Background: an optimization exercise with open tools, aiming at small area, a short achievable clock period and few clock cycles per item. Do not read the settings as production practice.
Function was checked by simulation only, so behaviour that the tests miss may differ from the original.
No run shown here takes its clock network from TritonCTS; it comes from the design's own scripts or RTL.
The clock input has no modelled driver; a real chip could not lean on it and would need a root buffer or a full tree.

==> design/flow/design.v <==
module matrixMultiplier(input st, rst, clk, input [7:0] data_in, output done, output [7:0] dataout);
  reg run, wt, done_r;
  reg [2:0] ph;            
  reg la, lb, w;           
  wire d8, d17, d18, d26;  
  wire start = wt & ~st;
  always @(posedge clk or posedge rst)
    if (rst) begin run <= 1'b0; wt <= 1'b0; done_r <= 1'b0; end
    else begin
      wt <= wt ? st : (~run & st);
      run <= start | (run & ~(w & d18));    
      done_r <= run & lb & d17;             
    end
  assign done = done_r;
  always @(posedge clk) begin
    la <= start | (la & ~d8);
    lb <= ~start & ((lb & ~d17) | (la & d8));
    w <= ~start & (w | d26);
    ph <= start ? 3'b001 : {ph[1:0], ph[2]};    
  end
  reg [7:0] ra0,ra1,ra2,ra3,ra4,ra5,ra6,ra7,ra8;
  reg [7:0] rb0,rb1,rb2,rb3,rb4,rb5,rb6,rb7,rb8;
  wire lda = la;
  wire ldb = lb;
  always @(posedge clk) begin
    ra0 <= lda ? data_in : ra8;
    {ra8,ra7,ra6,ra5,ra4,ra3,ra2,ra1} <= {ra7,ra6,ra5,ra4,ra3,ra2,ra1,ra0};
    rb0 <= ldb ? data_in : rb8;
    {rb8,rb7,rb6,rb5,rb4,rb3,rb2,rb1} <= {rb7,rb6,rb5,rb4,rb3,rb2,rb1,rb0};
  end
  reg [2:0] sa;
  reg [4:0] sb;
  wire ke = ph[1];
  always @(posedge clk) begin
    if (start) begin sa <= 3'd2; sb <= 5'd4; end
    else begin
      if (ke & ~sb[2]) sa <= {sa[1:0], sa[2]};
      sb <= ke ? {sb[1], sb[0], sb[2], 2'b00} : {1'b0, sb[4:1]};
    end
  end
  assign d8 = sa[0] & sb[3] & ph[2];
  assign d17 = sa[2] & sb[3] & ph[2];
  assign d18 = sa[2] & sb[2] & ph[0];
  assign d26 = sa[1] & sb[3] & ph[2];
  reg [7:0] ar, br;
  always @(posedge clk) begin
    ar <= ({8{sa[0]}} & ra1) | ({8{sa[1]}} & ra4) | ({8{sa[2]}} & ra7);
    br <= ({8{sb[0]}} & rb0) | ({8{sb[1]}} & rb2) | ({8{sb[2]}} & rb4) | ({8{sb[3]}} & rb6) | ({8{sb[4]}} & rb8);
  end
  wire pp0_0 = ar[0] & br[0];
  wire pp0_1 = ar[1] & br[0];
  wire pp0_2 = ar[2] & br[0];
  wire pp0_3 = ar[3] & br[0];
  wire pp0_4 = ar[4] & br[0];
  wire pp0_5 = ar[5] & br[0];
  wire pp0_6 = ar[6] & br[0];
  wire pp0_7 = ar[7] & br[0];
  wire pp1_0 = ar[0] & br[1];
  wire pp1_1 = ar[1] & br[1];
  wire pp1_2 = ar[2] & br[1];
  wire pp1_3 = ar[3] & br[1];
  wire pp1_4 = ar[4] & br[1];
  wire pp1_5 = ar[5] & br[1];
  wire pp1_6 = ar[6] & br[1];
  wire pp1_7 = ar[7] & br[1];
  wire pp2_0 = ar[0] & br[2];
  wire pp2_1 = ar[1] & br[2];
  wire pp2_2 = ar[2] & br[2];
  wire pp2_3 = ar[3] & br[2];
  wire pp2_4 = ar[4] & br[2];
  wire pp2_5 = ar[5] & br[2];
  wire pp2_6 = ar[6] & br[2];
  wire pp2_7 = ar[7] & br[2];
  wire pp3_0 = ar[0] & br[3];
  wire pp3_1 = ar[1] & br[3];
  wire pp3_2 = ar[2] & br[3];
  wire pp3_3 = ar[3] & br[3];
  wire pp3_4 = ar[4] & br[3];
  wire pp3_5 = ar[5] & br[3];
  wire pp3_6 = ar[6] & br[3];
  wire pp3_7 = ar[7] & br[3];
  wire pp4_0 = ar[0] & br[4];
  wire pp4_1 = ar[1] & br[4];
  wire pp4_2 = ar[2] & br[4];
  wire pp4_3 = ar[3] & br[4];
  wire pp4_4 = ar[4] & br[4];
  wire pp4_5 = ar[5] & br[4];
  wire pp4_6 = ar[6] & br[4];
  wire pp4_7 = ar[7] & br[4];
  wire pp5_0 = ar[0] & br[5];
  wire pp5_1 = ar[1] & br[5];
  wire pp5_2 = ar[2] & br[5];
  wire pp5_3 = ar[3] & br[5];
  wire pp5_4 = ar[4] & br[5];
  wire pp5_5 = ar[5] & br[5];
  wire pp5_6 = ar[6] & br[5];
  wire pp5_7 = ar[7] & br[5];
  wire pp6_0 = ar[0] & br[6];
  wire pp6_1 = ar[1] & br[6];
  wire pp6_2 = ar[2] & br[6];
  wire pp6_3 = ar[3] & br[6];
  wire pp6_4 = ar[4] & br[6];
  wire pp6_5 = ar[5] & br[6];
  wire pp6_6 = ar[6] & br[6];
  wire pp6_7 = ar[7] & br[6];
  wire pp7_0 = ar[0] & br[7];
  wire pp7_1 = ar[1] & br[7];
  wire pp7_2 = ar[2] & br[7];
  wire pp7_3 = ar[3] & br[7];
  wire pp7_4 = ar[4] & br[7];
  wire pp7_5 = ar[5] & br[7];
  wire pp7_6 = ar[6] & br[7];
  wire pp7_7 = ar[7] & br[7];
  wire n1 = pp0_6 ^ pp1_5;
  wire n2 = pp0_6 & pp1_5;
  wire n3 = pp0_7 ^ pp1_6 ^ pp2_5;
  wire n4 = (pp0_7 & pp1_6) | (pp0_7 & pp2_5) | (pp1_6 & pp2_5);
  wire n5 = pp3_4 ^ pp4_3;
  wire n6 = pp3_4 & pp4_3;
  wire n7 = pp1_7 ^ pp2_6 ^ pp3_5;
  wire n8 = (pp1_7 & pp2_6) | (pp1_7 & pp3_5) | (pp2_6 & pp3_5);
  wire n9 = pp4_4 ^ pp5_3;
  wire n10 = pp4_4 & pp5_3;
  wire n11 = pp2_7 ^ pp3_6 ^ pp4_5;
  wire n12 = (pp2_7 & pp3_6) | (pp2_7 & pp4_5) | (pp3_6 & pp4_5);
  wire n13 = pp0_4 ^ pp1_3;
  wire n14 = pp0_4 & pp1_3;
  wire n15 = pp0_5 ^ pp1_4 ^ pp2_3;
  wire n16 = (pp0_5 & pp1_4) | (pp0_5 & pp2_3) | (pp1_4 & pp2_3);
  wire n17 = pp3_2 ^ pp4_1;
  wire n18 = pp3_2 & pp4_1;
  wire n19 = pp2_4 ^ pp3_3 ^ pp4_2;
  wire n20 = (pp2_4 & pp3_3) | (pp2_4 & pp4_2) | (pp3_3 & pp4_2);
  wire n21 = pp5_1 ^ pp6_0 ^ n1;
  wire n22 = (pp5_1 & pp6_0) | (pp5_1 & n1) | (pp6_0 & n1);
  wire n23 = pp5_2 ^ pp6_1 ^ pp7_0;
  wire n24 = (pp5_2 & pp6_1) | (pp5_2 & pp7_0) | (pp6_1 & pp7_0);
  wire n25 = n2 ^ n3 ^ n5;
  wire n26 = (n2 & n3) | (n2 & n5) | (n3 & n5);
  wire n27 = pp6_2 ^ pp7_1 ^ n4;
  wire n28 = (pp6_2 & pp7_1) | (pp6_2 & n4) | (pp7_1 & n4);
  wire n29 = n6 ^ n7 ^ n9;
  wire n30 = (n6 & n7) | (n6 & n9) | (n7 & n9);
  wire n31 = pp5_4 ^ pp6_3 ^ pp7_2;
  wire n32 = (pp5_4 & pp6_3) | (pp5_4 & pp7_2) | (pp6_3 & pp7_2);
  wire n33 = n8 ^ n10 ^ n11;
  wire n34 = (n8 & n10) | (n8 & n11) | (n10 & n11);
  wire n35 = pp3_7 ^ pp4_6 ^ pp5_5;
  wire n36 = (pp3_7 & pp4_6) | (pp3_7 & pp5_5) | (pp4_6 & pp5_5);
  wire n37 = pp6_4 ^ pp7_3 ^ n12;
  wire n38 = (pp6_4 & pp7_3) | (pp6_4 & n12) | (pp7_3 & n12);
  wire n39 = pp4_7 ^ pp5_6 ^ pp6_5;
  wire n40 = (pp4_7 & pp5_6) | (pp4_7 & pp6_5) | (pp5_6 & pp6_5);
  wire n41 = pp0_3 ^ pp1_2;
  wire n42 = pp0_3 & pp1_2;
  wire n43 = pp2_2 ^ pp3_1 ^ pp4_0;
  wire n44 = (pp2_2 & pp3_1) | (pp2_2 & pp4_0) | (pp3_1 & pp4_0);
  wire n45 = pp5_0 ^ n14 ^ n15;
  wire n46 = (pp5_0 & n14) | (pp5_0 & n15) | (n14 & n15);
  wire n47 = n16 ^ n18 ^ n19;
  wire n48 = (n16 & n18) | (n16 & n19) | (n18 & n19);
  wire n49 = n20 ^ n22 ^ n23;
  wire n50 = (n20 & n22) | (n20 & n23) | (n22 & n23);
  wire n51 = n24 ^ n26 ^ n27;
  wire n52 = (n24 & n26) | (n24 & n27) | (n26 & n27);
  wire n53 = n28 ^ n30 ^ n31;
  wire n54 = (n28 & n30) | (n28 & n31) | (n30 & n31);
  wire n55 = n32 ^ n34 ^ n35;
  wire n56 = (n32 & n34) | (n32 & n35) | (n34 & n35);
  wire n57 = pp7_4 ^ n36 ^ n38;
  wire n58 = (pp7_4 & n36) | (pp7_4 & n38) | (n36 & n38);
  wire n59 = pp5_7 ^ pp6_6 ^ pp7_5;
  wire n60 = (pp5_7 & pp6_6) | (pp5_7 & pp7_5) | (pp6_6 & pp7_5);
  wire n61 = pp0_2 ^ pp1_1;
  wire n62 = pp0_2 & pp1_1;
  wire n63 = pp2_1 ^ pp3_0 ^ n41;
  wire n64 = (pp2_1 & pp3_0) | (pp2_1 & n41) | (pp3_0 & n41);
  wire n65 = n13 ^ n42 ^ n43;
  wire n66 = (n13 & n42) | (n13 & n43) | (n42 & n43);
  wire n67 = n17 ^ n44 ^ n45;
  wire n68 = (n17 & n44) | (n17 & n45) | (n44 & n45);
  wire n69 = n21 ^ n46 ^ n47;
  wire n70 = (n21 & n46) | (n21 & n47) | (n46 & n47);
  wire n71 = n25 ^ n48 ^ n49;
  wire n72 = (n25 & n48) | (n25 & n49) | (n48 & n49);
  wire n73 = n29 ^ n50 ^ n51;
  wire n74 = (n29 & n50) | (n29 & n51) | (n50 & n51);
  wire n75 = n33 ^ n52 ^ n53;
  wire n76 = (n33 & n52) | (n33 & n53) | (n52 & n53);
  wire n77 = n37 ^ n54 ^ n55;
  wire n78 = (n37 & n54) | (n37 & n55) | (n54 & n55);
  wire n79 = n39 ^ n56 ^ n57;
  wire n80 = (n39 & n56) | (n39 & n57) | (n56 & n57);
  wire n81 = n40 ^ n58 ^ n59;
  wire n82 = (n40 & n58) | (n40 & n59) | (n58 & n59);
  wire n83 = pp6_7 ^ pp7_6 ^ n60;
  wire n84 = (pp6_7 & pp7_6) | (pp6_7 & n60) | (pp7_6 & n60);
  reg [14:0] cs0;
  reg [13:0] cs1;
  always @(posedge clk) begin
    cs0 <= {pp7_7, n82, n80, n78, n76, n74, n72, n70, n68, n66, n64, n62, pp2_0, pp0_1, pp0_0};
    cs1 <= {n84, n83, n81, n79, n77, n75, n73, n71, n69, n67, n65, n63, n61, pp1_0};
  end
  wire [15:0] x0 = {1'b0, cs0[14], cs0[13], cs0[12], cs0[11], cs0[10], cs0[9], cs0[8], cs0[7], cs0[6], cs0[5], cs0[4], cs0[3], cs0[2], cs0[1], cs0[0]};
  wire [15:0] x1 = {1'b0, cs1[13], cs1[12], cs1[11], cs1[10], cs1[9], cs1[8], cs1[7], cs1[6], cs1[5], cs1[4], cs1[3], cs1[2], cs1[1], cs1[0], 1'b0};
  reg [16:0] acc;
  reg [7:0] lo, mid;       
  reg [1:0] hi;
  wire last = ph[0];       
  wire [17:0] sum;
  wire s0 = acc[0] ^ x0[0] ^ x1[0];
  wire c0 = (acc[0] & x0[0]) | (acc[0] & x1[0]) | (x0[0] & x1[0]);
  wire s1 = acc[1] ^ x0[1] ^ x1[1];
  wire c1 = (acc[1] & x0[1]) | (acc[1] & x1[1]) | (x0[1] & x1[1]);
  wire s2 = acc[2] ^ x0[2] ^ x1[2];
  wire c2 = (acc[2] & x0[2]) | (acc[2] & x1[2]) | (x0[2] & x1[2]);
  wire s3 = acc[3] ^ x0[3] ^ x1[3];
  wire c3 = (acc[3] & x0[3]) | (acc[3] & x1[3]) | (x0[3] & x1[3]);
  wire s4 = acc[4] ^ x0[4] ^ x1[4];
  wire c4 = (acc[4] & x0[4]) | (acc[4] & x1[4]) | (x0[4] & x1[4]);
  wire s5 = acc[5] ^ x0[5] ^ x1[5];
  wire c5 = (acc[5] & x0[5]) | (acc[5] & x1[5]) | (x0[5] & x1[5]);
  wire s6 = acc[6] ^ x0[6] ^ x1[6];
  wire c6 = (acc[6] & x0[6]) | (acc[6] & x1[6]) | (x0[6] & x1[6]);
  wire s7 = acc[7] ^ x0[7] ^ x1[7];
  wire c7 = (acc[7] & x0[7]) | (acc[7] & x1[7]) | (x0[7] & x1[7]);
  wire s8 = acc[8] ^ x0[8] ^ x1[8];
  wire c8 = (acc[8] & x0[8]) | (acc[8] & x1[8]) | (x0[8] & x1[8]);
  wire s9 = acc[9] ^ x0[9] ^ x1[9];
  wire c9 = (acc[9] & x0[9]) | (acc[9] & x1[9]) | (x0[9] & x1[9]);
  wire s10 = acc[10] ^ x0[10] ^ x1[10];
  wire c10 = (acc[10] & x0[10]) | (acc[10] & x1[10]) | (x0[10] & x1[10]);
  wire s11 = acc[11] ^ x0[11] ^ x1[11];
  wire c11 = (acc[11] & x0[11]) | (acc[11] & x1[11]) | (x0[11] & x1[11]);
  wire s12 = acc[12] ^ x0[12] ^ x1[12];
  wire c12 = (acc[12] & x0[12]) | (acc[12] & x1[12]) | (x0[12] & x1[12]);
  wire s13 = acc[13] ^ x0[13] ^ x1[13];
  wire c13 = (acc[13] & x0[13]) | (acc[13] & x1[13]) | (x0[13] & x1[13]);
  wire s14 = acc[14] ^ x0[14] ^ x1[14];
  wire c14 = (acc[14] & x0[14]) | (acc[14] & x1[14]) | (x0[14] & x1[14]);
  wire s15 = acc[15] ^ x0[15] ^ x1[15];
  wire c15 = (acc[15] & x0[15]) | (acc[15] & x1[15]) | (x0[15] & x1[15]);
  wire kg0_0 = s0 & 1'b0;
  wire kp0_0 = s0 ^ 1'b0;
  wire kg1_0 = s1 & c0;
  wire kp1_0 = s1 ^ c0;
  wire kg2_0 = s2 & c1;
  wire kp2_0 = s2 ^ c1;
  wire kg3_0 = s3 & c2;
  wire kp3_0 = s3 ^ c2;
  wire kg4_0 = s4 & c3;
  wire kp4_0 = s4 ^ c3;
  wire kg5_0 = s5 & c4;
  wire kp5_0 = s5 ^ c4;
  wire kg6_0 = s6 & c5;
  wire kp6_0 = s6 ^ c5;
  wire kg7_0 = s7 & c6;
  wire kp7_0 = s7 ^ c6;
  wire kg8_0 = s8 & c7;
  wire kp8_0 = s8 ^ c7;
  wire kg9_0 = s9 & c8;
  wire kp9_0 = s9 ^ c8;
  wire kg10_0 = s10 & c9;
  wire kp10_0 = s10 ^ c9;
  wire kg11_0 = s11 & c10;
  wire kp11_0 = s11 ^ c10;
  wire kg12_0 = s12 & c11;
  wire kp12_0 = s12 ^ c11;
  wire kg13_0 = s13 & c12;
  wire kp13_0 = s13 ^ c12;
  wire kg14_0 = s14 & c13;
  wire kp14_0 = s14 ^ c13;
  wire kg15_0 = s15 & c14;
  wire kp15_0 = s15 ^ c14;
  wire kg16_0 = acc[16] & c15;
  wire kp16_0 = acc[16] ^ c15;
  wire kg17_0 = 1'b0 & 1'b0;
  wire kp17_0 = 1'b0 ^ 1'b0;
  wire kG1_1 = kg1_0 | (kp1_0 & kg0_0);
  wire kP1_1 = kp1_0 & kp0_0;
  wire kG3_2 = kg3_0 | (kp3_0 & kg2_0);
  wire kP3_2 = kp3_0 & kp2_0;
  wire kG5_3 = kg5_0 | (kp5_0 & kg4_0);
  wire kP5_3 = kp5_0 & kp4_0;
  wire kG7_4 = kg7_0 | (kp7_0 & kg6_0);
  wire kP7_4 = kp7_0 & kp6_0;
  wire kG9_5 = kg9_0 | (kp9_0 & kg8_0);
  wire kP9_5 = kp9_0 & kp8_0;
  wire kG11_6 = kg11_0 | (kp11_0 & kg10_0);
  wire kP11_6 = kp11_0 & kp10_0;
  wire kG13_7 = kg13_0 | (kp13_0 & kg12_0);
  wire kP13_7 = kp13_0 & kp12_0;
  wire kG15_8 = kg15_0 | (kp15_0 & kg14_0);
  wire kP15_8 = kp15_0 & kp14_0;
  wire kG17_9 = kg17_0 | (kp17_0 & kg16_0);
  wire kP17_9 = kp17_0 & kp16_0;
  wire kG3_10 = kG3_2 | (kP3_2 & kG1_1);
  wire kP3_10 = kP3_2 & kP1_1;
  wire kG7_11 = kG7_4 | (kP7_4 & kG5_3);
  wire kP7_11 = kP7_4 & kP5_3;
  wire kG11_12 = kG11_6 | (kP11_6 & kG9_5);
  wire kP11_12 = kP11_6 & kP9_5;
  wire kG15_13 = kG15_8 | (kP15_8 & kG13_7);
  wire kP15_13 = kP15_8 & kP13_7;
  wire kG7_14 = kG7_11 | (kP7_11 & kG3_10);
  wire kP7_14 = kP7_11 & kP3_10;
  wire kG15_15 = kG15_13 | (kP15_13 & kG11_12);
  wire kP15_15 = kP15_13 & kP11_12;
  wire kG15_16 = kG15_15 | (kP15_15 & kG7_14);
  wire kP15_16 = kP15_15 & kP7_14;
  wire kG11_17 = kG11_12 | (kP11_12 & kG7_14);
  wire kP11_17 = kP11_12 & kP7_14;
  wire kG5_18 = kG5_3 | (kP5_3 & kG3_10);
  wire kP5_18 = kP5_3 & kP3_10;
  wire kG9_19 = kG9_5 | (kP9_5 & kG7_14);
  wire kP9_19 = kP9_5 & kP7_14;
  wire kG13_20 = kG13_7 | (kP13_7 & kG11_17);
  wire kP13_20 = kP13_7 & kP11_17;
  wire kG17_21 = kG17_9 | (kP17_9 & kG15_16);
  wire kP17_21 = kP17_9 & kP15_16;
  wire kG2_22 = kg2_0 | (kp2_0 & kG1_1);
  wire kP2_22 = kp2_0 & kP1_1;
  wire kG4_23 = kg4_0 | (kp4_0 & kG3_10);
  wire kP4_23 = kp4_0 & kP3_10;
  wire kG6_24 = kg6_0 | (kp6_0 & kG5_18);
  wire kP6_24 = kp6_0 & kP5_18;
  wire kG8_25 = kg8_0 | (kp8_0 & kG7_14);
  wire kP8_25 = kp8_0 & kP7_14;
  wire kG10_26 = kg10_0 | (kp10_0 & kG9_19);
  wire kP10_26 = kp10_0 & kP9_19;
  wire kG12_27 = kg12_0 | (kp12_0 & kG11_17);
  wire kP12_27 = kp12_0 & kP11_17;
  wire kG14_28 = kg14_0 | (kp14_0 & kG13_20);
  wire kP14_28 = kp14_0 & kP13_20;
  wire kG16_29 = kg16_0 | (kp16_0 & kG15_16);
  wire kP16_29 = kp16_0 & kP15_16;
  assign sum[0] = kp0_0;
  assign sum[1] = kp1_0 ^ kg0_0;
  assign sum[2] = kp2_0 ^ kG1_1;
  assign sum[3] = kp3_0 ^ kG2_22;
  assign sum[4] = kp4_0 ^ kG3_10;
  assign sum[5] = kp5_0 ^ kG4_23;
  assign sum[6] = kp6_0 ^ kG5_18;
  assign sum[7] = kp7_0 ^ kG6_24;
  assign sum[8] = kp8_0 ^ kG7_14;
  assign sum[9] = kp9_0 ^ kG8_25;
  assign sum[10] = kp10_0 ^ kG9_19;
  assign sum[11] = kp11_0 ^ kG10_26;
  assign sum[12] = kp12_0 ^ kG11_17;
  assign sum[13] = kp13_0 ^ kG12_27;
  assign sum[14] = kp14_0 ^ kG13_20;
  assign sum[15] = kp15_0 ^ kG14_28;
  assign sum[16] = kp16_0 ^ kG15_16;
  assign sum[17] = kp17_0 ^ kG16_29;
  always @(posedge clk) begin
    acc <= last ? 17'd0 : sum[16:0];
    lo <= last ? sum[7:0] : mid;
    mid <= last ? sum[15:8] : {6'd0, hi};
    hi <= sum[17:16];
  end
  assign dataout = lo;
endmodule
==> design/flow/flow/run.sh <==
#!/bin/bash
# Own layout flow: the standard ORFS flow (standard.sh, unchanged synthesis),
# with the port buffers made of sky130_fd_sc_hd__buf_2 instead of the default
# delay-cell buffers, a larger setup-repair margin, and a clock tree of our own:
# a hook after clock-tree synthesis (flow/cts_tree.tcl) rebuilds it as two
# levels of clkbuf_16 (N1 buffers driven by the clock port, N2 leaf buffers
# under each).  Every make step writes its own log under orfs/logs/; make's
# own output goes to standard.log.
set -euo pipefail
export BUFFER_PORTS_ARGS="-buffer_cell sky130_fd_sc_hd__buf_2"
export SETUP_SLACK_MARGIN=7.12
export CTS_ARGS="-sink_clustering_enable -repair_clock_nets -sink_clustering_size 30 -sink_clustering_max_diameter 100 -buf_list sky130_fd_sc_hd__clkbuf_16 -dont_use_dummy_load"
export CLK_TREE_N1=3
export CLK_TREE_N2=3
export POST_CTS_TCL="$PWD/flow/cts_tree.tcl"
bash standard.sh > standard.log 2>&1
==> design/flow/flow/cts_tree.tcl <==
# POST_CTS_TCL hook: replace the clock tree that TritonCTS built by a two-level
# tree of our own.  The clock port drives N1 buffers placed at the centres of
# N1 register clusters (k-means on the placed registers); each drives N2 leaf
# buffers at the centres of sub-clusters, which drive the registers.  Every
# register gets the clock through two buffers of the same kind.  Then, as
# cts.tcl does after clock_tree_synthesis, the placement is legalised and
# timing repaired.
proc kmeans {pts nb} {
  # pts: list of {x y payload}; returns list of cluster index per point and centres
  set np [llength $pts]
  set cx 0; set cy 0
  foreach p $pts { set cx [expr {$cx+[lindex $p 0]}]; set cy [expr {$cy+[lindex $p 1]}] }
  set cx [expr {double($cx)/$np}]; set cy [expr {double($cy)/$np}]
  set cent {}
  # init: spread points by angle, pick nb points evenly
  set sorted [lsort -real -index 3 [lmap p $pts {list {*}[lrange $p 0 2] [expr {atan2([lindex $p 1]-$cy,[lindex $p 0]-$cx)}]}]]
  for {set k 0} {$k < $nb} {incr k} {
    set p [lindex $sorted [expr {int(($k+0.5)*$np/$nb)}]]
    lappend cent [list [expr {($cx+[lindex $p 0])/2.0}] [expr {($cy+[lindex $p 1])/2.0}]]
  }
  for {set iter 0} {$iter < 40} {incr iter} {
    set sx [lrepeat $nb 0.0]; set sy [lrepeat $nb 0.0]; set sn [lrepeat $nb 0]
    set asg {}
    foreach p $pts {
      set best 0; set bd 1e30
      for {set k 0} {$k < $nb} {incr k} {
        set c [lindex $cent $k]
        set d [expr {abs([lindex $p 0]-[lindex $c 0])+abs([lindex $p 1]-[lindex $c 1])}]
        if {$d < $bd} { set bd $d; set best $k }
      }
      lappend asg $best
      lset sx $best [expr {[lindex $sx $best]+[lindex $p 0]}]
      lset sy $best [expr {[lindex $sy $best]+[lindex $p 1]}]
      lset sn $best [expr {[lindex $sn $best]+1}]
    }
    for {set k 0} {$k < $nb} {incr k} {
      if {[lindex $sn $k] > 0} { lset cent $k [list [expr {[lindex $sx $k]/[lindex $sn $k]}] [expr {[lindex $sy $k]/[lindex $sn $k]}]] }
    }
  }
  return [list $asg $cent]
}
proc mkbuf {block master name innet x y} {
  set inst [odb::dbInst_create $block $master $name]
  set net [odb::dbNet_create $block "${name}_net"]
  $net setSigType CLOCK
  [$inst findITerm A] connect $innet
  [$inst findITerm X] connect $net
  $inst setLocation [expr {int($x)}] [expr {int($y)}]
  $inst setPlacementStatus PLACED
  return $net
}
proc build_tree2 {n1 n2 bufmaster} {
  set block [ord::get_db_block]
  set master [[ord::get_db] findMaster $bufmaster]
  set clknet [[$block findBTerm clk] getNet]
  set sinks {}; set todo [list $clknet]; set dead {}
  while {[llength $todo]} {
    set n [lindex $todo 0]; set todo [lrange $todo 1 end]
    foreach it [$n getITerms] {
      set inst [$it getInst]; set mn [[$inst getMaster] getName]
      if {[$it isOutputSignal]} continue
      if {[string match "*clkbuf*" $mn] || [string match "*clkinv*" $mn]} {
        lappend todo [[$inst findITerm X] getNet]; lappend dead $inst
      } else { lappend sinks $it }
    }
  }
  foreach inst $dead {
    set on [[$inst findITerm X] getNet]
    foreach it [$on getITerms] { if {[$it getInst] != $inst} { $it disconnect } }
    odb::dbInst_destroy $inst
    if {$on != $clknet} { odb::dbNet_destroy $on }
  }
  set pts {}
  foreach it $sinks {
    set b [[$it getInst] getBBox]
    lappend pts [list [expr {([$b xMin]+[$b xMax])/2}] [expr {([$b yMin]+[$b yMax])/2}] $it]
  }
  lassign [kmeans $pts $n1] asg1 cent1
  set nleaf 0
  for {set a 0} {$a < $n1} {incr a} {
    set sub {}
    foreach p $pts k $asg1 { if {$k == $a} { lappend sub $p } }
    if {![llength $sub]} continue
    set c [lindex $cent1 $a]
    set l1net [mkbuf $block $master "clkbuf_l1_$a" $clknet [lindex $c 0] [lindex $c 1]]
    set m [expr {min($n2, [llength $sub])}]
    lassign [kmeans $sub $m] asg2 cent2
    for {set b 0} {$b < $m} {incr b} {
      set c2 [lindex $cent2 $b]
      set lnet [mkbuf $block $master "clkbuf_l2_${a}_$b" $l1net [lindex $c2 0] [lindex $c2 1]]
      incr nleaf
      foreach p $sub k $asg2 { if {$k == $b} { set it [lindex $p 2]; $it disconnect; $it connect $lnet } }
    }
  }
  puts "my clock tree: $n1 level-1 buffers, $nleaf leaf buffers, [llength $sinks] sinks, removed [llength $dead] buffers"
}
build_tree2 $::env(CLK_TREE_N1) $::env(CLK_TREE_N2) sky130_fd_sc_hd__clkbuf_16
detailed_placement
estimate_parasitics -placement
report_clock_skew
repair_timing_helper
detailed_placement
check_placement -verbose
==> design/flow/standard.sh <==
#!/bin/bash
# synth_recipe.tcl (not shown) runs the flow's synth.tcl, then flattens the netlist and writes it again
# the make line also repeats each setting of config.mk as NAME=value (left out here)
make -C /OpenROAD-flow-scripts/flow DESIGN_CONFIG=/design/flow/config.mk WORK_HOME=/design/flow/orfs CLKGATE_MAP_FILE= SYNTH_SCRIPT=/design/flow/synth_recipe.tcl "${@:-finish}"
==> design/flow/config.mk <==
export PLATFORM = sky130hd
export DESIGN_NAME = matrixMultiplier
export DESIGN_NICKNAME = matrixMultiplier
export VERILOG_FILES = /design/flow/design.v
export SDC_FILE = /design/flow/constraint.sdc
export NUM_CORES = 4
export LEC_CHECK = 0
export ABC_CLOCK_PERIOD_IN_PS = 3000
export CAP_MARGIN = 20
export CORE_MARGIN = 2
export CORE_UTILIZATION = 65
export SLEW_MARGIN = 20
==> design/flow/constraint.sdc <==
create_clock -name core_clock -period 10.0 [get_ports {clk}]
set_input_delay 2.0000 -clock core_clock [delete_from_list [all_inputs] [get_ports {clk}]]
set_output_delay 2.0000 -clock core_clock [all_outputs]
set_load 0.01 [all_outputs]
==> flow_metrics.py, run 1 <==
metrics = {
    "clock_tree": {
        "clock-sinks": 241,
        "clk_pin_slew_ns": 0.10,
        "worstSkewPairLatency_ns": 0.31,
    },
    "sta": {
        "finalHoldViolations": 0,
        "fin_crit_ns": 2.80,
        "fin_crit_sh": 0.280,
        "slew_headroom": 0.591,
        "tightest_slew_ns": 0.613,
        "clock.fmax_ghz": 0.358,
        "clock_skew_ns": 0.0253,
        "setup_violations": 0,
        "rsz0062_at_grt": "yes",
        "whs_ns": 0.316,
        "slew_violations": 0,
        "finalSetupTns_ns": 0,
    },
    "cells_and_area": {
        "largest_reg_flops": 17,
        "drive_gt1_frac": 0.106,
        "final_cell_mix": "238 x dfxtp_1, 58 x inv_1, 58 x and2_1",
        "nNetsFinal": 728,
        "final_cells": 782,
        "top_register": "acc",
        "diodes": 0,
        "area_growth_pct": 7.55,
        "layout_commonest_cell": "dfxtp_1",
        "reg.largest.list": "acc: 17 flops, cs0: 15 flops, cs1: 14 flops",
    },
    "die": {
        "dieArea_sq_mm": 0.0132,
        "die_w_um": 115,
        "start_util": 0.668,
        "num_rows": 40,
        "die_h_um": 115,
        "core_sq_mm": 0.0120,
        "ios": 20,
    },
    "setup_path": {
        "cpLargestDelayFamily": "flip-flops",
        "path_class": "register to output port",
        "crit_path_start_kind": "register",
        "arrival_ns": 0.80,
        "worst-path-buf-inv": 1,
        "crit_required_ns": 8.00,
        "end_kind": "output port",
        "cp_slowest_cell": "dfrtp_1",
        "max_stage_delay_ns": 0.37,
        "crit_chain": "buf_2",
        "cp_max_fo": 1,
    },
    "yosys": {
        "synthMuxAreaShare": 0.0359,
        "synth.distinct_cells": 38,
        "synth_compound_gate_area_share": 0.0521,
        "synth.largest_area_cell": "dfxtp_1",
        "synth_top_family_by_area": "adder cells",
        "syn_area_per_cell_sq_um": 13.0,
        "synth_ff_type": "dfxtp_1",
        "synth_xor_area_frac": 0.00764,
        "synth-simple-area-share": 0.0892,
        "synth_seq_cells": 241,
        "netlist_area_sq_mm": 0.00802,
        "synth_fp_nets": 706,
        "synth_async_sr_flop_share": 0.0124,
        "synthAdderAreaFrac": 0.177,
        "synth_top_area_share": 0.594,
        "synth_area_leaders": "dfxtp_1 59%, fa_1 14%, and2_1 4.5%",
        "yosysWarnings": 1,
        "synth-edff-count": 0,
        "syn_inst": 615,
        "ys_seq_area_frac": 0.603,
    },
    "place": {
        "dp_hpwl_mm": 9.42,
        "gp_congestion": 0.782,
        "dp_cells": 768,
        "portBuffers": 19,
    },
    "routing": {
        "drt_iter0_drc": 232,
        "route.vias.total": 4166,
        "drc_errors": 0,
        "drt-total-wl_mm": 13.1,
        "drt_first_pass_iters": 5,
        "wl_per_cell_um": 16.8,
        "avgViaCountPerCell": 5.33,
        "drtAntennaViolNets": 0,
    },
    "flow_run": {
        "maxCapViolations": 0,
    },
    "global_routing": {
        "gr-usage-all-layers": 0.211,
        "grt_overflow": 0,
        "grt_pass1_wl_mm": 21.8,
        "grt_pass1_vias": 4417,
        "grt_start_max_net_pins": 40,
        "antenna_found_initial": 0,
    },
    "run_status": {
        "status": "no timing/DRC/antenna violations",
    },
    "min_path": {
        "min_path_type": "register to register",
    },
}
[final timing paths]
check,depth (start not counted),endpoint,startpoint,slack [ns]
max,1,done,done_r,7.20
min,0,rb6[0],rb5[0],0.32
max reg2reg,9,acc[15],acc[2],7.21
min reg2reg,0,rb6[0],rb5[0],0.32
max in group asynchronous,2,run,rst,8.29
min in group asynchronous,2,wt,rst,1.54
[synth_stat cells, types with 2 or more instances]
| master | count |
|---|---|
| nor2_1 | 20 |
| a222oi_1 | 16 |
| dfxtp_1 | 238 |
| nor3b_1 | 2 |
| xor2_1 | 2 |
| o211ai_2 | 2 |
| a22oi_1 | 9 |
| xnor2_1 | 5 |
| dfrtp_1 | 3 |
| nand2b_1 | 2 |
| nor2b_1 | 13 |
| nand4_1 | 2 |
| mux2i_1 | 4 |
| nand3_1 | 2 |
| fa_1 | 56 |
| mux2_2 | 19 |
| and2_1 | 58 |
| ha_1 | 24 |
| a21oi_1 | 11 |
| o21ai_0 | 4 |
| clkbuf_1 | 10 |
| buf_2 | 4 |
| inv_1 | 59 |
| nand2_1 | 34 |
| mux2_1 | 3 |
[cell families after synthesis]
group / after synthesis
adder cells (fa/ha/maj): 80
AO/OA/AOI/OAI: 52
XOR/XNOR: 7
buffers and inverters: 73
AND/OR/NAND/NOR: 136
flip-flops: 241
multiplexers: 26
[through the flow]
step	area, sq um	worst slack [ns]	utilization
after floorplan	8020	7.33	-
after global placement	8250	7.19	0.687
after detailed placement	8250	7.10	0.687
after global routing	8630	7.09	0.718
final	8630	7.20	0.718
[worst reg2reg max path, stage by stage, from the launching register on]
cell	delay, ns
dfxtp_1	0.32
fa_1	0.61
ha_4	0.23
a211oi_4	0.23
o211ai_2	0.15
a41oi_2	0.32
a22oi_2	0.12
fa_1	0.46
xnor2_1	0.19
nor2_1	0.06
[metal layers]
layer	global-route usage	up-vias	share of wire
li1	-	2008	-
met1	0.269	2061	0.44
met2	0.376	74	0.51
met3	0.0300	23	0.031
met4	0.0627	0	0.023
met5	0	-	0
[final cells by class]
cell class,instances,area (sq um)
sequential,241,4840
fill,853,3380
multi-input combinational,301,2970
buffer,12,300
inverter,59,221
tap,147,184
timing repair buffer,22,118
Testbench counts, summed over its fixed seeds: cycles 7,680, items 160.
==> inputs of run 2 (changes only) <==
==> design/flow/flow/run.sh (replaced) <==
#!/bin/bash
# Own layout flow: the standard ORFS flow (standard.sh, unchanged synthesis),
# with the port buffers made of sky130_fd_sc_hd__buf_1 instead of the default
# delay-cell buffers, a larger setup-repair margin, and a clock tree of our own:
# a hook after clock-tree synthesis (flow/cts_tree.tcl) rebuilds it as two
# levels of clkbuf_16 (N1 buffers driven by the clock port, N2 leaf buffers
# under each).  Every make step writes its own log under orfs/logs/; make's
# own output goes to standard.log.
set -euo pipefail
export BUFFER_PORTS_ARGS="-buffer_cell sky130_fd_sc_hd__buf_1"
export SETUP_SLACK_MARGIN=7.2
export CTS_ARGS="-sink_clustering_enable -repair_clock_nets -sink_clustering_size 30 -sink_clustering_max_diameter 100 -buf_list sky130_fd_sc_hd__clkbuf_16 -dont_use_dummy_load"
export CLK_TREE_N1=3
export CLK_TREE_N2=3
export POST_CTS_TCL="$PWD/flow/cts_tree.tcl"
bash standard.sh > standard.log 2>&1
==> run 2 against run 1 <==
Against the previous run:
- die area did not move
- first-iteration DRC count is 17% higher
- synthesized cell count unchanged
- register-to-register slack better by 0.03 ns
- highest routed layer unchanged
- cell count is 0.51% higher
- critical path depth unchanged
- utilization is 0.67 points higher
- clock skew increased by 0.0071 ns
- worst setup slack lost 0.010 ns
- design area rose by 0.93%
==> flow_metrics.py, run 2 <==
metrics = {
    "place": {
        "portBuffers": 19,
        "dp_hpwl_mm": 9.48,
        "gp_congestion": 0.804,
        "pre_cts_slack_ns": 7.11,
    },
    "setup_path": {
        "cp_max_fo": 1,
        "reg2reg_from": "acc[2]",
        "arrival_ns": 0.81,
        "crit_chain": "clkbuf_2",
        "cpLargestDelayFamily": "flip-flops",
        "crit_path_start_kind": "register",
        "worstSetupStartpoint": "done_r",
        "cp_slowest_cell": "dfrtp_1",
        "worst-path-buf-inv": 1,
        "path_class": "register to output port",
        "max_stage_delay_ns": 0.38,
        "crit_required_ns": 8.00,
        "end_kind": "output port",
    },
    "die": {
        "start_util": 0.668,
        "die_w_um": 115,
        "die_h_um": 115,
        "dieArea_sq_mm": 0.0132,
        "num_rows": 40,
        "core_sq_mm": 0.0120,
        "ios": 20,
    },
    "cells_and_area": {
        "drive_gt1_frac": 0.119,
        "area_growth_pct": 8.55,
        "diodes": 0,
        "reg.largest.list": "acc: 17 flops, cs0: 15 flops, cs1: 14 flops",
        "fillers": 836,
        "nNetsFinal": 732,
        "final_util": 0.725,
        "final_cell_mix": "231 x dfxtp_1, 59 x inv_1, 58 x and2_1",
        "layout_commonest_cell": "dfxtp_1",
        "largest_reg_flops": 17,
        "top_register": "acc",
    },
    "global_routing": {
        "grt_start_max_net_pins": 40,
        "grt_pass1_vias": 4370,
        "antenna_found_initial": 0,
        "grt_pass1_wl_mm": 21.8,
        "grt_overflow": 0,
        "gr-usage-all-layers": 0.212,
    },
    "min_path": {
        "min_from": "ra0[7]",
        "min_path_type": "register to register",
    },
    "routing": {
        "drtAntennaViolNets": 0,
        "wl_per_cell_um": 16.9,
        "drt_first_pass_iters": 5,
        "top_layer_used": "met4",
        "dr_wl_met3_um": 443,
        "drc_errors": 0,
        "avgViaCountPerCell": 5.31,
        "routed-wl-met2_mm": 6.74,
        "route.vias.total": 4176,
        "met1Wirelength_mm": 5.88,
        "drt-total-wl_mm": 13.3,
        "drt_iter0_drc": 271,
    },
    "yosys": {
        "synth_async_sr_flop_share": 0.0124,
        "synth_ff_type": "dfxtp_1",
        "synth_area_leaders": "dfxtp_1 59%, fa_1 14%, and2_1 4.5%",
        "synth_xor_area_frac": 0.00764,
        "synth-edff-count": 0,
        "synth.largest_area_cell": "dfxtp_1",
        "synth-simple-area-share": 0.0892,
        "synth_top_family_by_area": "adder cells",
        "syn_inst": 615,
        "synth_top_area_share": 0.594,
        "yosysWarnings": 1,
        "synth_fp_nets": 706,
        "synth_compound_gate_area_share": 0.0521,
        "synth.distinct_cells": 38,
        "netlist_area_sq_mm": 0.00802,
        "synthAdderAreaFrac": 0.177,
        "ys_top_cells_by_count": "238 x dfxtp_1, 59 x inv_1, 58 x and2_1",
        "synth_seq_cells": 241,
        "synth.most_common_cell": "dfxtp_1",
        "syn_area_per_cell_sq_um": 13.0,
        "synthMuxAreaShare": 0.0359,
        "ys_seq_area_frac": 0.603,
    },
    "sta": {
        "rsz0062_at_grt": "yes",
        "setup_slack_ns": 7.19,
        "clock_skew_ns": 0.0324,
        "tightest_slew_ns": 0.607,
        "slew_violations": 0,
        "clock.fmax_ghz": 0.356,
        "setup_violations": 0,
        "fin_crit_ns": 2.81,
        "fin_crit_sh": 0.281,
        "slew_headroom": 0.595,
        "finalHoldViolations": 0,
        "finalSetupTns_ns": 0,
    },
    "clock_tree": {
        "clk_pin_slew_ns": 0.10,
        "clock-sinks": 241,
        "worstSkewPairLatency_ns": 0.32,
    },
    "flow_run": {
        "maxCapViolations": 0,
    },
    "run_status": {
        "status": "no timing/DRC/antenna violations",
    },
}
==> run 2: worst paths after layout <==
| check | endpoint | slack, ns | depth (start not counted) |
|---|---|---|---|
| worst max register to register | mid[5] | 7.24 | 9 |
| worst min register to register | ra1[7] | 0.32 | 0 |
| worst max-delay path | done | 7.19 | 1 |
| max in group asynchronous | run | 8.34 | 2 |
| worst min-delay path | ra1[7] | 0.32 | 0 |
| min in group asynchronous | done_r | 1.52 | 2 |
==> run 2: cell type report <==
class | instances | area (sq um) | area share
timing repair buffer | 26 | 135 | 0.0155
sequential | 241 | 4850 | 0.557
multi-input combinational | 301 | 3010 | 0.346
inverter | 59 | 221 | 0.0254
tap | 147 | 184 | 0.0211
buffer | 12 | 300 | 0.0345
==> run 2: through the flow <==
stage	area, sq um	hold slack (ns)	std cells
floorplan	8020	0.310	615
global placement	8230	0.310	768
detailed placement	8230	0.313	768
global route	8710	0.334	786
finish	8710	0.324	786
==> run 2: cell families after synthesis <==
logic type / after synthesis
flip-flops: 241
AND/OR/NAND/NOR: 136
adder cells (fa/ha/maj): 80
buffers and inverters: 73
AO/OA/AOI/OAI: 52
multiplexers: 26
XOR/XNOR: 7
==> run 2: per-layer routing <==
metal  vias up  GRT usage
li1       2007          -
met1      2076      0.276
met2        81      0.369
met3        12     0.0274
met4         0     0.0699
met5         -          0
==> inputs of run 3 (changes only) <==
--- a/design/flow/design.v
+++ b/design/flow/design.v
@@ -111,90 +111,90 @@
   wire pp7_5 = ar[5] & br[7];
   wire pp7_6 = ar[6] & br[7];
   wire pp7_7 = ar[7] & br[7];
-  wire n1 = pp0_6 ^ pp1_5;
-  wire n2 = pp0_6 & pp1_5;
-  wire n3 = pp0_7 ^ pp1_6 ^ pp2_5;
-  wire n4 = (pp0_7 & pp1_6) | (pp0_7 & pp2_5) | (pp1_6 & pp2_5);
-  wire n5 = pp3_4 ^ pp4_3;
-  wire n6 = pp3_4 & pp4_3;
-  wire n7 = pp1_7 ^ pp2_6 ^ pp3_5;
-  wire n8 = (pp1_7 & pp2_6) | (pp1_7 & pp3_5) | (pp2_6 & pp3_5);
-  wire n9 = pp4_4 ^ pp5_3;
-  wire n10 = pp4_4 & pp5_3;
-  wire n11 = pp2_7 ^ pp3_6 ^ pp4_5;
-  wire n12 = (pp2_7 & pp3_6) | (pp2_7 & pp4_5) | (pp3_6 & pp4_5);
-  wire n13 = pp0_4 ^ pp1_3;
-  wire n14 = pp0_4 & pp1_3;
-  wire n15 = pp0_5 ^ pp1_4 ^ pp2_3;
-  wire n16 = (pp0_5 & pp1_4) | (pp0_5 & pp2_3) | (pp1_4 & pp2_3);
-  wire n17 = pp3_2 ^ pp4_1;
-  wire n18 = pp3_2 & pp4_1;
-  wire n19 = pp2_4 ^ pp3_3 ^ pp4_2;
-  wire n20 = (pp2_4 & pp3_3) | (pp2_4 & pp4_2) | (pp3_3 & pp4_2);
-  wire n21 = pp5_1 ^ pp6_0 ^ n1;
-  wire n22 = (pp5_1 & pp6_0) | (pp5_1 & n1) | (pp6_0 & n1);
-  wire n23 = pp5_2 ^ pp6_1 ^ pp7_0;
-  wire n24 = (pp5_2 & pp6_1) | (pp5_2 & pp7_0) | (pp6_1 & pp7_0);
-  wire n25 = n2 ^ n3 ^ n5;
-  wire n26 = (n2 & n3) | (n2 & n5) | (n3 & n5);
-  wire n27 = pp6_2 ^ pp7_1 ^ n4;
-  wire n28 = (pp6_2 & pp7_1) | (pp6_2 & n4) | (pp7_1 & n4);
-  wire n29 = n6 ^ n7 ^ n9;
-  wire n30 = (n6 & n7) | (n6 & n9) | (n7 & n9);
-  wire n31 = pp5_4 ^ pp6_3 ^ pp7_2;
-  wire n32 = (pp5_4 & pp6_3) | (pp5_4 & pp7_2) | (pp6_3 & pp7_2);
-  wire n33 = n8 ^ n10 ^ n11;
-  wire n34 = (n8 & n10) | (n8 & n11) | (n10 & n11);
-  wire n35 = pp3_7 ^ pp4_6 ^ pp5_5;
-  wire n36 = (pp3_7 & pp4_6) | (pp3_7 & pp5_5) | (pp4_6 & pp5_5);
-  wire n37 = pp6_4 ^ pp7_3 ^ n12;
-  wire n38 = (pp6_4 & pp7_3) | (pp6_4 & n12) | (pp7_3 & n12);
-  wire n39 = pp4_7 ^ pp5_6 ^ pp6_5;
-  wire n40 = (pp4_7 & pp5_6) | (pp4_7 & pp6_5) | (pp5_6 & pp6_5);
-  wire n41 = pp0_3 ^ pp1_2;
-  wire n42 = pp0_3 & pp1_2;
-  wire n43 = pp2_2 ^ pp3_1 ^ pp4_0;
-  wire n44 = (pp2_2 & pp3_1) | (pp2_2 & pp4_0) | (pp3_1 & pp4_0);
-  wire n45 = pp5_0 ^ n14 ^ n15;
-  wire n46 = (pp5_0 & n14) | (pp5_0 & n15) | (n14 & n15);
-  wire n47 = n16 ^ n18 ^ n19;
-  wire n48 = (n16 & n18) | (n16 & n19) | (n18 & n19);
-  wire n49 = n20 ^ n22 ^ n23;
-  wire n50 = (n20 & n22) | (n20 & n23) | (n22 & n23);
-  wire n51 = n24 ^ n26 ^ n27;
-  wire n52 = (n24 & n26) | (n24 & n27) | (n26 & n27);
-  wire n53 = n28 ^ n30 ^ n31;
-  wire n54 = (n28 & n30) | (n28 & n31) | (n30 & n31);
-  wire n55 = n32 ^ n34 ^ n35;
-  wire n56 = (n32 & n34) | (n32 & n35) | (n34 & n35);
-  wire n57 = pp7_4 ^ n36 ^ n38;
-  wire n58 = (pp7_4 & n36) | (pp7_4 & n38) | (n36 & n38);
-  wire n59 = pp5_7 ^ pp6_6 ^ pp7_5;
-  wire n60 = (pp5_7 & pp6_6) | (pp5_7 & pp7_5) | (pp6_6 & pp7_5);
-  wire n61 = pp0_2 ^ pp1_1;
-  wire n62 = pp0_2 & pp1_1;
-  wire n63 = pp2_1 ^ pp3_0 ^ n41;
-  wire n64 = (pp2_1 & pp3_0) | (pp2_1 & n41) | (pp3_0 & n41);
-  wire n65 = n13 ^ n42 ^ n43;
-  wire n66 = (n13 & n42) | (n13 & n43) | (n42 & n43);
-  wire n67 = n17 ^ n44 ^ n45;
-  wire n68 = (n17 & n44) | (n17 & n45) | (n44 & n45);
-  wire n69 = n21 ^ n46 ^ n47;
-  wire n70 = (n21 & n46) | (n21 & n47) | (n46 & n47);
-  wire n71 = n25 ^ n48 ^ n49;
-  wire n72 = (n25 & n48) | (n25 & n49) | (n48 & n49);
-  wire n73 = n29 ^ n50 ^ n51;
-  wire n74 = (n29 & n50) | (n29 & n51) | (n50 & n51);
-  wire n75 = n33 ^ n52 ^ n53;
-  wire n76 = (n33 & n52) | (n33 & n53) | (n52 & n53);
-  wire n77 = n37 ^ n54 ^ n55;
-  wire n78 = (n37 & n54) | (n37 & n55) | (n54 & n55);
-  wire n79 = n39 ^ n56 ^ n57;
-  wire n80 = (n39 & n56) | (n39 & n57) | (n56 & n57);
-  wire n81 = n40 ^ n58 ^ n59;
-  wire n82 = (n40 & n58) | (n40 & n59) | (n58 & n59);
-  wire n83 = pp6_7 ^ pp7_6 ^ n60;
-  wire n84 = (pp6_7 & pp7_6) | (pp6_7 & n60) | (pp7_6 & n60);
+  wire n1, n2;
+  ha un1 (pp0_6, pp1_5, n1, n2);
+  wire n3, n4;
+  fa un3 (pp0_7, pp1_6, pp2_5, n3, n4);
+  wire n5, n6;
+  ha un5 (pp3_4, pp4_3, n5, n6);
+  wire n7, n8;
+  fa un7 (pp1_7, pp2_6, pp3_5, n7, n8);
+  wire n9, n10;
+  ha un9 (pp4_4, pp5_3, n9, n10);
+  wire n11, n12;
+  fa un11 (pp2_7, pp3_6, pp4_5, n11, n12);
+  wire n13, n14;
+  ha un13 (pp0_4, pp1_3, n13, n14);
+  wire n15, n16;
+  fa un15 (pp0_5, pp1_4, pp2_3, n15, n16);
+  wire n17, n18;
+  ha un17 (pp3_2, pp4_1, n17, n18);
+  wire n19, n20;
+  fa un19 (pp2_4, pp3_3, pp4_2, n19, n20);
+  wire n21, n22;
+  fa un21 (pp5_1, pp6_0, n1, n21, n22);
+  wire n23, n24;
+  fa un23 (pp5_2, pp6_1, pp7_0, n23, n24);
+  wire n25, n26;
+  fa un25 (n2, n3, n5, n25, n26);
+  wire n27, n28;
+  fa un27 (pp6_2, pp7_1, n4, n27, n28);
+  wire n29, n30;
+  fa un29 (n6, n7, n9, n29, n30);
+  wire n31, n32;
+  fa un31 (pp5_4, pp6_3, pp7_2, n31, n32);
+  wire n33, n34;
+  fa un33 (n8, n10, n11, n33, n34);
+  wire n35, n36;
+  fa un35 (pp3_7, pp4_6, pp5_5, n35, n36);
+  wire n37, n38;
+  fa un37 (pp6_4, pp7_3, n12, n37, n38);
+  wire n39, n40;
+  fa un39 (pp4_7, pp5_6, pp6_5, n39, n40);
+  wire n41, n42;
+  ha un41 (pp0_3, pp1_2, n41, n42);
+  wire n43, n44;
+  fa un43 (pp2_2, pp3_1, pp4_0, n43, n44);
+  wire n45, n46;
+  fa un45 (pp5_0, n14, n15, n45, n46);
+  wire n47, n48;
+  fa un47 (n16, n18, n19, n47, n48);
+  wire n49, n50;
+  fa un49 (n20, n22, n23, n49, n50);
+  wire n51, n52;
+  fa un51 (n24, n26, n27, n51, n52);
+  wire n53, n54;
+  fa un53 (n28, n30, n31, n53, n54);
+  wire n55, n56;
+  fa un55 (n32, n34, n35, n55, n56);
+  wire n57, n58;
+  fa un57 (pp7_4, n36, n38, n57, n58);
+  wire n59, n60;
+  fa un59 (pp5_7, pp6_6, pp7_5, n59, n60);
+  wire n61, n62;
+  ha un61 (pp0_2, pp1_1, n61, n62);
+  wire n63, n64;
+  fa un63 (pp2_1, pp3_0, n41, n63, n64);
+  wire n65, n66;
+  fa un65 (n13, n42, n43, n65, n66);
+  wire n67, n68;
+  fa un67 (n17, n44, n45, n67, n68);
+  wire n69, n70;
+  fa un69 (n21, n46, n47, n69, n70);
+  wire n71, n72;
+  fa un71 (n25, n48, n49, n71, n72);
+  wire n73, n74;
+  fa un73 (n29, n50, n51, n73, n74);
+  wire n75, n76;
+  fa un75 (n33, n52, n53, n75, n76);
+  wire n77, n78;
+  fa un77 (n37, n54, n55, n77, n78);
+  wire n79, n80;
+  fa un79 (n39, n56, n57, n79, n80);
+  wire n81, n82;
+  fa un81 (n40, n58, n59, n81, n82);
+  wire n83, n84;
+  fa un83 (pp6_7, pp7_6, n60, n83, n84);
   reg [14:0] cs0;
   reg [13:0] cs1;
   always @(posedge clk) begin
@@ -208,8 +208,8 @@
   reg [1:0] hi;
   wire last = ph[0];       
   wire [17:0] sum;
-  wire s0 = acc[0] ^ x0[0] ^ x1[0];
-  wire c0 = (acc[0] & x0[0]) | (acc[0] & x1[0]) | (x0[0] & x1[0]);
+  wire s0 = acc[0] ^ x0[0];
+  wire c0 = acc[0] & x0[0];
   wire s1 = acc[1] ^ x0[1] ^ x1[1];
   wire c1 = (acc[1] & x0[1]) | (acc[1] & x1[1]) | (x0[1] & x1[1]);
   wire s2 = acc[2] ^ x0[2] ^ x1[2];
@@ -238,8 +238,6 @@
   wire c13 = (acc[13] & x0[13]) | (acc[13] & x1[13]) | (x0[13] & x1[13]);
   wire s14 = acc[14] ^ x0[14] ^ x1[14];
   wire c14 = (acc[14] & x0[14]) | (acc[14] & x1[14]) | (x0[14] & x1[14]);
-  wire s15 = acc[15] ^ x0[15] ^ x1[15];
-  wire c15 = (acc[15] & x0[15]) | (acc[15] & x1[15]) | (x0[15] & x1[15]);
   wire kg0_0 = s0 & 1'b0;
   wire kp0_0 = s0 ^ 1'b0;
   wire kg1_0 = s1 & c0;
@@ -270,10 +268,10 @@
   wire kp13_0 = s13 ^ c12;
   wire kg14_0 = s14 & c13;
   wire kp14_0 = s14 ^ c13;
-  wire kg15_0 = s15 & c14;
-  wire kp15_0 = s15 ^ c14;
-  wire kg16_0 = acc[16] & c15;
-  wire kp16_0 = acc[16] ^ c15;
+  wire kg15_0 = acc[15] & c14;
+  wire kp15_0 = acc[15] ^ c14;
+  wire kg16_0 = acc[16] & 1'b0;
+  wire kp16_0 = acc[16] ^ 1'b0;
   wire kg17_0 = 1'b0 & 1'b0;
   wire kp17_0 = 1'b0 ^ 1'b0;
   wire kG1_1 = kg1_0 | (kp1_0 & kg0_0);
@@ -360,3 +358,11 @@
   end
   assign dataout = lo;
 endmodule
+module fa(input a, b, c, output s, co);
+  assign s = a ^ b ^ c;
+  assign co = (a & b) | (a & c) | (b & c);
+endmodule
+module ha(input a, b, output s, co);
+  assign s = a ^ b;
+  assign co = a & b;
+endmodule
==> design/flow/flow/run.sh (replaced) <==
#!/bin/bash
# Own layout flow: the standard ORFS flow (standard.sh, unchanged synthesis),
# with the port buffers made of sky130_fd_sc_hd__buf_2 instead of the default
# delay-cell buffers, a larger setup-repair margin, and a clock tree of our own:
# a hook after clock-tree synthesis (flow/cts_tree.tcl) rebuilds it as two
# levels of clkbuf_16 (N1 buffers driven by the clock port, N2 leaf buffers
# under each).  Every make step writes its own log under orfs/logs/; make's
# own output goes to standard.log.
set -euo pipefail
export BUFFER_PORTS_ARGS="-buffer_cell sky130_fd_sc_hd__buf_2"
export SETUP_SLACK_MARGIN=7.15
export CTS_ARGS="-sink_clustering_enable -repair_clock_nets -sink_clustering_size 30 -sink_clustering_max_diameter 100 -buf_list sky130_fd_sc_hd__clkbuf_16 -dont_use_dummy_load"
export CLK_TREE_N1=3
export CLK_TREE_N2=3
export POST_CTS_TCL="$PWD/flow/cts_tree.tcl"
bash standard.sh > standard.log 2>&1
--- a/design/flow/config.mk
+++ b/design/flow/config.mk
@@ -8,5 +8,7 @@
 export ABC_CLOCK_PERIOD_IN_PS = 3000
 export CAP_MARGIN = 20
 export CORE_MARGIN = 2
-export CORE_UTILIZATION = 65
+export CORE_UTILIZATION = 75
 export SLEW_MARGIN = 20
+export SYNTH_HIERARCHICAL = 1
+export SYNTH_MINIMUM_KEEP_SIZE = 0
==> run 3 against run 2 <==
Against the previous run:
- still clean
- flip-flop and latch count unchanged
- utilization grew 9.9 points
- via count decreased by 1.7%
- largest cell class unchanged
- register-to-register slack worse by 0.04 ns
- critical path depth unchanged
- cell count down 7.0%
==> flow_metrics.py, run 3 <==
metrics = {
    "yosys": {
        "syn_inst": 577,
        "synth_area_leaders": "dfxtp_1 60%, fa_1 14%, and2_1 5.5%",
        "synth_seq_cells": 241,
        "netlist_area_sq_mm": 0.00791,
        "ys_seq_area_frac": 0.612,
        "yosysWarnings": 7,
        "synth.distinct_cells": 35,
        "synth_top_area_share": 0.602,
        "synth.most_common_cell": "dfxtp_1",
        "synth-edff-count": 0,
        "synth_ff_type": "dfxtp_1",
        "synth_fp_nets": 668,
        "synth_async_sr_flop_share": 0.0124,
        "synth.largest_area_cell": "dfxtp_1",
        "ys_top_cells_by_count": "238 x dfxtp_1, 69 x and2_1, 56 x fa_1",
        "syn_area_per_cell_sq_um": 13.7,
    },
    "global_routing": {
        "grt_overflow": 0,
        "grt_start_max_net_pins": 38,
        "gr-usage-all-layers": 0.267,
        "grt_pass1_vias": 4516,
        "grt_pass1_wl_mm": 23.2,
        "antenna_found_initial": 0,
    },
    "setup_path": {
        "r2r_setup_slack_ns": 7.20,
        "path_depth": 1,
        "crit_chain": "buf_2",
        "crit_required_ns": 8.00,
        "crit_path_start_kind": "register",
        "path_class": "register to output port",
        "arrival_ns": 0.81,
        "rr_worst_depth": 9,
        "end_kind": "output port",
        "cpLargestDelayFamily": "flip-flops",
        "cp_max_fo": 1,
        "worst-path-buf-inv": 1,
        "max_stage_delay_ns": 0.38,
        "cp_slowest_cell": "dfrtp_1",
    },
    "routing": {
        "drtAntennaViolNets": 0,
        "drc_errors": 0,
        "wl_per_cell_um": 19.6,
        "route.vias.total": 4105,
        "drt_first_pass_iters": 7,
        "drt-total-wl_mm": 14.3,
        "avgViaCountPerCell": 5.62,
        "drt_iter0_drc": 297,
    },
    "sta": {
        "clock.fmax_ghz": 0.356,
        "finalHoldViolations": 0,
        "slew_violations": 0,
        "fin_crit_sh": 0.281,
        "tightest_slew_ns": 0.577,
        "fin_crit_ns": 2.81,
        "slew_headroom": 0.615,
        "finalSetupTns_ns": 0,
        "setup_violations": 0,
        "clock_skew_ns": 0.0253,
        "rsz0062_at_grt": "no",
        "setup_slack_ns": 7.19,
    },
    "place": {
        "portBuffers": 19,
        "place_area_sq_mm": 0.00813,
        "gp_congestion": 0.868,
        "pre_cts_slack_ns": 7.18,
        "dp_hpwl_mm": 9.68,
    },
    "cells_and_area": {
        "reg.largest.list": "acc: 17 flops, cs0: 15 flops, cs1: 14 flops",
        "largest_reg_flops": 17,
        "final_util": 0.824,
        "final_area_sq_mm": 0.00847,
        "top_register": "acc",
        "area_growth_pct": 7.00,
        "final_cell_mix": "237 x dfxtp_1, 69 x and2_1, 55 x fa_1",
        "drive_gt1_frac": 0.111,
        "diodes": 0,
        "nNetsFinal": 688,
        "layout_commonest_cell": "dfxtp_1",
    },
    "die": {
        "die_w_um": 107,
        "start_util": 0.770,
        "num_rows": 37,
        "ios": 20,
        "dieArea_sq_mm": 0.0114,
        "core_sq_mm": 0.0103,
        "die_h_um": 107,
    },
    "clock_tree": {
        "clock-sinks": 241,
        "clk_pin_slew_ns": 0.10,
        "worstSkewPairLatency_ns": 0.31,
    },
    "min_path": {
        "min_path_type": "register to register",
        "min_path_cells": 0,
    },
    "flow_run": {
        "maxCapViolations": 0,
    },
    "run_status": {
        "status": "no timing/DRC/antenna violations",
    },
}
## run 3: logic make-up after synthesis
kind of cell | Yosys count | share of synthesized area
flops | 241 | 0.612
simple gates | 133 | 0.0925
fa+ha+maj | 80 | 0.180
compound gates | 53 | 0.0541
buf+inv | 37 | 0.0182
mux | 26 | 0.0364
xor+xnor | 7 | 0.00775
## run 3: final timing paths
kind                            startpoint  endpoint
worst max-delay path                done_r      done
max in group asynchronous              rst    done_r
worst min-delay path                ra0[1]    ra1[1]
min in group asynchronous              rst       run
worst min register to register      ra0[1]    ra1[1]
worst max register to register      cs0[2]   acc[13]
## run 3: final cells by class
cell class                      count  area, sq um
Sequential cell                   241         4840
Multi-Input combinational cell    299         2960
Fill cell                         550         1810
Buffer                             12          300
Tap cell                          136          170
Timing Repair Buffer               20          109
Inverter                           23         86.3
## run 3: layer usage
layer	GRT usage	vias to the layer above	routed length, um
met5	0	-	0
met4	0.0798	0	387
met3	0.0316	26	482
met2	0.476	96	7390
met1	0.346	2060	6080
li1	-	1923	-
## run 3: Yosys stat by module (local to each module, per instance)
module | copies in the design | flops+latches | cells inside | cell area (sq um)
matrixMultiplier | 1 | 241 | 535 | 7130
fa | 35 | 0 | 1 | 20.0
ha | 7 | 0 | 1 | 12.5
## run 3: metrics by stage
stage	hold slack [ns]	cells
finish	0.324	731
global route	0.329	731
global placement	0.311	719
detailed placement	0.312	719
floorplan	0.310	577
Testbench counts of run 3, summed over its fixed seeds: cycles 7,680, items 160.
==> inputs of run 4 (changes only) <==
--- a/design/flow/flow/run.sh
+++ b/design/flow/flow/run.sh
@@ -8,9 +8,9 @@
 # own output goes to standard.log.
 set -euo pipefail
 export BUFFER_PORTS_ARGS="-buffer_cell sky130_fd_sc_hd__buf_2"
-export SETUP_SLACK_MARGIN=7.15
+export SETUP_SLACK_MARGIN=7.2
 export CTS_ARGS="-sink_clustering_enable -repair_clock_nets -sink_clustering_size 30 -sink_clustering_max_diameter 100 -buf_list sky130_fd_sc_hd__clkbuf_16 -dont_use_dummy_load"
-export CLK_TREE_N1=3
-export CLK_TREE_N2=3
+export CLK_TREE_N1=2
+export CLK_TREE_N2=5
 export POST_CTS_TCL="$PWD/flow/cts_tree.tcl"
 bash standard.sh > standard.log 2>&1
--- a/design/flow/config.mk
+++ b/design/flow/config.mk
@@ -8,7 +8,7 @@
 export ABC_CLOCK_PERIOD_IN_PS = 3000
 export CAP_MARGIN = 20
 export CORE_MARGIN = 2
-export CORE_UTILIZATION = 75
+export CORE_UTILIZATION = 65
 export SLEW_MARGIN = 20
 export SYNTH_HIERARCHICAL = 1
 export SYNTH_MINIMUM_KEEP_SIZE = 0
==> run 4 against run 3 <==
Against the previous run:
- still clean
- cell count increased by 1.6%
- wire length decreased by 8.1%
- via count decreased by 2.9%
- design area increased by 0.87%
- flip-flop and latch count unchanged
==> flow_metrics.py, run 4 <==
metrics = {
    "run_status": {
        "status": "no timing/DRC/antenna violations",
    },
    "clock_tree": {
        "clock-sinks": 241,
        "clk_pin_slew_ns": 0.11,
        "worstSkewPairLatency_ns": 0.34,
    },
    "yosys": {
        "ys_top_cells_by_count": "238 x dfxtp_1, 69 x and2_1, 56 x fa_1",
        "synth.most_common_cell": "dfxtp_1",
        "ys_seq_area_frac": 0.612,
        "synth.distinct_cells": 35,
        "synth_async_sr_flop_share": 0.0124,
        "synth-edff-count": 0,
        "synth_area_leaders": "dfxtp_1 60%, fa_1 14%, and2_1 5.5%",
        "netlist_area_sq_mm": 0.00791,
        "syn_area_per_cell_sq_um": 13.7,
        "yosysWarnings": 7,
        "synth_seq_cells": 241,
        "synth_top_area_share": 0.602,
        "synth_ff_type": "dfxtp_1",
    },
    "die": {
        "num_rows": 40,
        "dieArea_sq_mm": 0.0131,
        "die_h_um": 114,
        "start_util": 0.662,
        "core_sq_mm": 0.0120,
    },
    "routing": {
        "wl_per_cell_um": 17.7,
        "drt_first_pass_iters": 7,
        "drc_errors": 0,
        "drtAntennaViolNets": 0,
        "avgViaCountPerCell": 5.36,
        "route.vias.total": 3985,
    },
    "cells_and_area": {
        "diodes": 0,
        "reg.largest.list": "acc: 17 flops, cs0: 15 flops, cs1: 14 flops",
        "largest_reg_flops": 17,
        "area_growth_pct": 7.94,
        "final_util": 0.714,
        "nNetsFinal": 689,
        "top_register": "acc",
    },
    "place": {
        "dp_hpwl_mm": 9.39,
        "gp_congestion": 0.810,
    },
    "sta": {
        "clock_skew_ns": 0.0275,
        "slew_violations": 0,
        "fin_crit_ns": 2.81,
        "tightest_slew_ns": 0.584,
        "setup_violations": 0,
        "fin_crit_sh": 0.281,
        "finalHoldViolations": 0,
        "clock.fmax_ghz": 0.356,
    },
    "min_path": {
        "min_from": "rb1[5]",
        "min_to": "rb2[5]",
        "min_path_type": "register to register",
    },
    "setup_path": {
        "crit_path_start_kind": "register",
        "crit_chain": "buf_2",
        "arrival_ns": 0.81,
        "cpLargestDelayFamily": "flip-flops",
        "end_kind": "output port",
        "path_class": "register to output port",
        "cp_slowest_cell": "dfrtp_1",
        "reg2reg_from": "cs0[7]",
        "path_depth": 1,
        "max_stage_delay_ns": 0.36,
        "r2r_setup_slack_ns": 7.28,
    },
    "global_routing": {
        "grt_pass1_wl_mm": 21.2,
        "met1_usage": 0.275,
        "grt_pass1_vias": 4216,
        "antenna_found_initial": 0,
        "gr-usage-all-layers": 0.210,
        "use_met3": 0.0259,
        "grt_start_max_net_pins": 38,
        "grt.busiest_layer": "met2",
    },
    "flow_run": {
        "maxCapViolations": 0,
    },
}
## run 4: cell counts after synthesis
No cell type changed its count.
## run 4: cells by family (layout without fill, tap and decap cells)
| group | Yosys count | count (layout) | share of synthesized area |
|---|---|---|---|
| XOR/XNOR | 7 | 7 | 0.00775 |
| flip-flops | 241 | 241 | 0.612 |
| adder cells (fa/ha/maj) | 80 | 80 | 0.180 |
| buffers and inverters | 37 | 56 | 0.0182 |
| multiplexers | 26 | 26 | 0.0364 |
| AO/OA/AOI/OAI | 53 | 53 | 0.0541 |
| AND/OR/NAND/NOR | 133 | 133 | 0.0925 |
## run 4: worst register-to-register path, stage by stage (launching register included)
cell	delay [ns]
dfxtp_1	0.32
inv_1	0.05
fa_1	0.53
inv_1	0.07
ha_4	0.30
o211ai_1	0.10
nor2_1	0.18
a41oi_2	0.23
a21oi_2	0.23
fa_2	0.44
and2_1	0.16
## run 4: worst max path at each step
stage	from	end	slack [ns]
floorplan	cs0[7]	mid[7]	7.38
finish	done_r	done	7.19
global route	done_r	done	7.17
global placement	cs0[7]	acc[15]	7.22
detailed placement	cs0[7]	acc[15]	7.10
## run 4: metal layers
metal | wire length [um] | up-vias
li1 | - | 1923
met1 | 5720 | 1968
met2 | 6610 | 75
met3 | 539 | 19
met4 | 308 | 0
met5 | 0 | -
## run 4: layout make-up
type	instances	area [sq um]
flip-flops and latches	241	4840
multi-input cells	299	3020
fillers	808	3420
plain buffers	12	300
inverters	23	86.3
well taps	147	184
repair buffers	21	110
## run 4: modules after synthesis (local to each module, per instance)
module	cells inside	copies in the design	area, sq um
fa	1	35	20.0
ha	1	7	12.5
matrixMultiplier	535	1	7130
## run 4: metrics by stage
step           setup WS, ns  hold slack, ns  cell area, sq um
3_5_place_dp           7.10           0.312              8140
6_report               7.19           0.317              8540
5_1_grt                7.17           0.326              8540
3_3_place_gp           7.22           0.310              8140
2_1_floorplan          7.38           0.310              7910

==> afterwards: timing with drivers on the ports <==
Ports are ideal in the flow. The routed layouts listed here were re-timed in OpenROAD. Step 1 sets driving cells, clkbuf_16 on the clock port and buf_2 on the other inputs (assumed; they add their load-dependent delay and slew). Step 2 times the ports against the registers' clock, not the clock port: input delays grow and output delays shrink by t, the midpoint of the rising clock arrivals with the driver on. a / b / c = ideal ports / drivers / drivers and shift; a / b = the first two.
run | shift t [ns] | setup slack, ns | worst setup path after step 2 | worst slew at a driven data input, ns | cell pins on the clock port's net
run 1 | 0.367 | 7.203 / 7.134 / 7.215 | register to register | 0.03 | 3
run 2 | 0.368 | 7.193 / 7.125 / 7.212 | input to register | 0.03 | 3
run 3 | 0.367 | 7.194 / 7.123 / 7.204 | register to register | 0.03 | 3
run 4 | 0.378 | 7.191 / 7.137 / 7.279 | input to register | 0.04 | 2
After both steps setup and hold are still met in every run listed.
